From an optimization exercise on the open Yosys and OpenROAD flow, aimed at small area; shortcuts taken in it are not production practice. The RTL was checked by simulation tests, not by an equivalence proof against the original design. The clock port is modelled as an ideal driver, which makes a skipped or thinned clock tree look cheaper than it is; a real chip needs a root buffer or a tree. Power is estimated from default activity; no workload was simulated.

==> v26 <==
==> flow/design.v <==
`timescale 1ns / 1ps
module top_level
# (parameter width = 2)
(
    input clk,
    input rst_n,
    input botao1,
    input botao2,
    output logic [width - 1:0] LED,
    output logic [6:0] digito1, digito2, digito3
);
logic [14:0] s;
logic [1:0] st;
logic [4:0] kd;
logic [16:0] c;
logic led;
wire fresh = st == 2'b11;
wire z14 = s[13:0] == 14'd0;
wire sec = z14 & ~s[14] & ~fresh;
wire dec = sec & botao1 & ~botao2 & (kd >= 5'd3);
wire inc = sec & botao2 & ~botao1 & (kd <= 5'd22);
logic [16:0] lim;
always_comb
    case (kd)
        5'd2:  lim = 17'd98303;
        5'd3:  lim = 17'd65535;
        5'd4:  lim = 17'd49151;
        5'd5:  lim = 17'd39321;
        5'd6:  lim = 17'd32767;
        5'd7:  lim = 17'd28086;
        5'd8:  lim = 17'd24575;
        5'd9:  lim = 17'd21845;
        5'd10: lim = 17'd19660;
        5'd11: lim = 17'd17873;
        5'd12: lim = 17'd16383;
        5'd13: lim = 17'd15123;
        5'd14: lim = 17'd14043;
        5'd15: lim = 17'd13107;
        5'd16: lim = 17'd12287;
        5'd17: lim = 17'd11565;
        5'd18: lim = 17'd10922;
        5'd19: lim = 17'd10347;
        5'd20: lim = 17'd9830;
        5'd21: lim = 17'd9362;
        5'd22: lim = 17'd8936;
        5'd23: lim = 17'd8548;
        default: lim = 17'd0;
    endcase
logic wrap;
logic [16:0] cinc;
always_comb begin
    wrap = 1'b1;
    for (int i = 0; i < 17; i++)
        wrap = (c[i] == lim[i]) ? wrap : c[i];
    for (int i = 0; i < 17; i++)
        cinc[i] = c[i] ^ (&(c | ~((17'd1 << i) - 17'd1)));
end
always_ff @(posedge clk)
    c <= (wrap | fresh | ~rst_n) ? 17'd0 : cinc;
always_ff @(posedge clk or negedge rst_n)
begin
    if (~rst_n) begin
        s <= 15'd0;
        st <= 2'b11;
        kd <= 5'd6;
        led <= 1'b0;
    end else begin
        s <= {s[13:0], s[14] ^ s[13] ^ z14};
        st <= {dec, inc};
        if (st == 2'b01) kd <= kd + 5'd1;
        else if (st == 2'b10) kd <= kd - 5'd1;
        if (wrap) led <= ~led;
    end
end
assign LED = {led, ~led};
logic [3:0] t;
always_comb begin
    if (kd >= 5'd20) begin
        digito1 = 7'b0100100;
        t = kd - 5'd20;
    end else if (kd >= 5'd10) begin
        digito1 = 7'b1111001;
        t = kd - 5'd10;
    end else begin
        digito1 = 7'b1000000;
        t = kd[3:0];
    end
    case (t)
        4'd0: digito2 = 7'b1000000;
        4'd1: digito2 = 7'b1111001;
        4'd2: digito2 = 7'b0100100;
        4'd3: digito2 = 7'b0110000;
        4'd4: digito2 = 7'b0011001;
        4'd5: digito2 = 7'b0010010;
        4'd6: digito2 = 7'b0000010;
        4'd7: digito2 = 7'b1111000;
        4'd8: digito2 = 7'b0000000;
        4'd9: digito2 = 7'b0010000;
        default: digito2 = 7'b0000000;
    endcase
end
assign digito3 = 7'b1000000;
endmodule
==> flow/flow/run.sh <==
#!/bin/bash
# Own layout flow: the standard ORFS flow (standard.sh), with
#  - synthesis: the same script (synth_recipe.tcl), but ABC maps with an
#    area-oriented script (abc_area.script here) and full adders are not
#    extracted first, so ABC sees all of the logic; registers are unchanged;
#  - port buffers: the smallest buffer cell;
#  - tie cells: not duplicated per load;
#  - clock tree: one clock buffer for all registers (own_cts.tcl).
# Each tool's output goes to a log file of its own in this folder.
set -euo pipefail
W=$(pwd)
rm -rf "$W/scripts_own"
cp -r "$FLOW_HOME/scripts" "$W/scripts_own"
cp "$W/flow/abc_area.script" "$W/scripts_own/abc_area.script"
sed -i 's|^log_cmd clock_tree_synthesis .*|source $::env(OWN_CTS_TCL)|' "$W/scripts_own/cts.tcl"
grep -q OWN_CTS_TCL "$W/scripts_own/cts.tcl"
V=(SCRIPTS_DIR="$W/scripts_own" ABC_AREA=1 ADDER_MAP_FILE=
   "BUFFER_PORTS_ARGS=-buffer_cell sky130_fd_sc_hd__buf_1"
   SKIP_REPAIR_TIE_FANOUT=1
   OWN_CTS_TCL="$W/flow/own_cts.tcl" OWN_CLK_BUF=sky130_fd_sc_hd__clkbuf_8 OWN_CLK_NBUF=2)
bash standard.sh "${V[@]}" synth > "$W/log_synth.txt" 2>&1
bash standard.sh "${V[@]}" finish > "$W/log_layout.txt" 2>&1
==> flow/flow/abc_area.script <==
strash
&get -n
&st
&dch
&nf -R 1000
&put
strash
&get -n
&st
&dch
&nf -R 1000
&put
topo
==> flow/flow/own_cts.tcl <==
# Clock tree: OWN_CLK_NBUF clock buffers of type OWN_CLK_BUF, one per group of
# registers (the groups split the registers left to right), each placed at
# the centre of its group; the clock port drives only these buffers.
set block [ord::get_db_block]
set dbu [$block getDbUnitsPerMicron]
set sinks {}
foreach it [[$block findNet clk] getITerms] {
  set bb [[$it getInst] getBBox]
  lappend sinks [list [expr {([$bb xMin] + [$bb xMax]) / 2.0 / $dbu}] \
                      [expr {([$bb yMin] + [$bb yMax]) / 2.0 / $dbu}] \
                      [[$it getInst] getName]/[[$it getMTerm] getName]]
}
set sinks [lsort -real -index 0 $sinks]
set nbuf $::env(OWN_CLK_NBUF)
set n [llength $sinks]
for {set g 0} {$g < $nbuf} {incr g} {
  set part [lrange $sinks [expr {$g * $n / $nbuf}] [expr {($g + 1) * $n / $nbuf - 1}]]
  set sx 0
  set sy 0
  set pins {}
  foreach s $part {
    set sx [expr {$sx + [lindex $s 0]}]
    set sy [expr {$sy + [lindex $s 1]}]
    lappend pins [get_pins [lindex $s 2]]
  }
  set cx [expr {$sx / [llength $part]}]
  set cy [expr {$sy / [llength $part]}]
  puts "own clock buffer $g: $::env(OWN_CLK_BUF) for [llength $part] sinks at ($cx, $cy)"
  insert_buffer -buffer_cell $::env(OWN_CLK_BUF) -net clk -load_pins $pins \
    -location [list $cx $cy] -buffer_name clkbuf_own$g -net_name clknet_own$g
}
set_propagated_clock [all_clocks]
==> flow/standard.sh <==
#!/bin/bash
# synth_recipe.tcl (not shown) runs the flow's synth.tcl, then flattens the netlist and writes it again
# the make line also repeats each setting of config.mk as NAME=value (left out here)
make -C /OpenROAD-flow-scripts/flow DESIGN_CONFIG=/design/flow/config.mk WORK_HOME=/design/flow/orfs CLKGATE_MAP_FILE= SYNTH_SCRIPT=/design/flow/synth_recipe.tcl "${@:-finish}"
==> flow/config.mk <==
export PLATFORM = sky130hd
export DESIGN_NAME = top_level
export DESIGN_NICKNAME = top_level
export VERILOG_FILES = /design/flow/design.v
export SDC_FILE = /design/flow/constraint.sdc
export NUM_CORES = 4
export LEC_CHECK = 0
export CAP_MARGIN = 20
export CORE_MARGIN = 2
export CORE_UTILIZATION = 40
export CTS_BUF_LIST = sky130_fd_sc_hd__clkbuf_4 sky130_fd_sc_hd__clkbuf_8
export PLACE_DENSITY = 0.6
export SLEW_MARGIN = 20
==> flow/constraint.sdc <==
create_clock -name core_clock -period 100.0 [get_ports {clk}]
set_input_delay 20.0000 -clock core_clock [delete_from_list [all_inputs] [get_ports {clk}]]
set_output_delay 20.0000 -clock core_clock [all_outputs]
set_load 0.01 [all_outputs]
==> v25 (differences from v26) <==
--- a/flow/design.v
+++ b/flow/design.v
@@ -10,8 +10,10 @@
     output logic [6:0] digito1, digito2, digito3
 );
 logic [14:0] s;
-logic [1:0] st;
-logic [4:0] kd;
+logic [1:0] stn;
+wire [1:0] st = ~stn;
+logic [4:0] kq;
+wire [4:0] kd = kq ^ 5'd6;
 logic [16:0] c;
 logic led;
 wire fresh = st == 2'b11;
@@ -61,14 +63,14 @@
 begin
     if (~rst_n) begin
         s <= 15'd0;
-        st <= 2'b11;
-        kd <= 5'd6;
+        stn <= 2'b00;
+        kq <= 5'd0;
         led <= 1'b0;
     end else begin
         s <= {s[13:0], s[14] ^ s[13] ^ z14};
-        st <= {dec, inc};
-        if (st == 2'b01) kd <= kd + 5'd1;
-        else if (st == 2'b10) kd <= kd - 5'd1;
+        stn <= ~{dec, inc};
+        if (st == 2'b01) kq <= (kd + 5'd1) ^ 5'd6;
+        else if (st == 2'b10) kq <= (kd - 5'd1) ^ 5'd6;
         if (wrap) led <= ~led;
     end
 end
==> flow/flow/abc_area.script (replaced) <==
strash
&get -n
&deepsyn -T 90
&put
&get -n
&dch
&nf -R 1000
&put
strash
&get -n
&dch
&nf -R 1000
&put
topo
Settings changed: CTS_BUF_LIST sky130_fd_sc_hd__clkbuf_4 sky130_fd_sc_hd__clkbuf_8 to default.
==> summary.txt <==
metric	v25	v26
Run status	finished clean	finished clean
Arrival time at the worst endpoint	3.06 ns	2.48 ns
Fmax achieved	0.04336 GHz	0.04448 GHz
Net switching fraction of the power	24.56%	37.14%
Maximum number of pins on one net before global-route repair	25	26
Share of the clock period used by the worst path after layout	23.06%	22.48%
Number of placement rows	25	26
Sequential standard cell area	915.9 sq um	920.9 sq um
Wire length of the first global-routing pass	6734 um	7217 um
Final worst path period need	23.06 ns	22.48 ns
Met2 usage in global routing	21.83%	23.10%
Comb power frac	10.9%	34.1%
Largest clock skew in the final design	0.003592 ns	0.005764 ns
Share of cell area taken by muxes after synthesis	0.5022%	0%
Initial DRC Count	206	144
Worst IR drop on VDD	0.007423 mV	0.007328 mV
Post-Syn Nets	224	245
Capture instance of the worst register-to-register path	c[14]$_SDFF_PP0_	c[2]$_SDFF_PP0_
Power density over cell area	12.01 nW/um^2	16.88 nW/um^2
Met2 routed WL	1751 um	1834 um
Met3 layer usage reported by global route	1.626%	1.185%
Chip height	74.59 um	76.64 um
Number of gates on the worst path with buffers counted	9	8
Min-Delay Startpoint	s[0]$_DFF_PN0_	s[4]$_DFF_PN0_
LEAKAGE	0.7980 nW	0.8417 nW
Sequential-cell power consumption	0.0000166 W	0.0000187 W
Core area	4755 sq um	5107 sq um
No run of this note takes its clock network from TritonCTS; it comes from the design's own scripts or RTL.

static timing again, ports no longer ideal:
No port has a modelled driver above. Below, the same layouts with a new extraction and two added sets of constraints. Step 1: set_driving_cell puts a clkbuf_16 on clk and a buf_2 on each other input, an assumption about the parent block. Step 2, shift: input delay + t, output delay - t, t = (earliest + latest rising clock arrival at the registers) / 2. This alone moves slack from input paths to output paths. Slacks: ideal / step 1 / step 2; pairs: ideal / step 1.
run	shift t [ns]	setup WS [ns]	slew at the worst register clock pin (ns)
v26	0.212	77.519 / 77.478 / 77.690	0.12 / 0.12
v25	0.208	76.937 / 76.897 / 77.105	0.12 / 0.12
After both steps setup and hold are still met in every run listed.
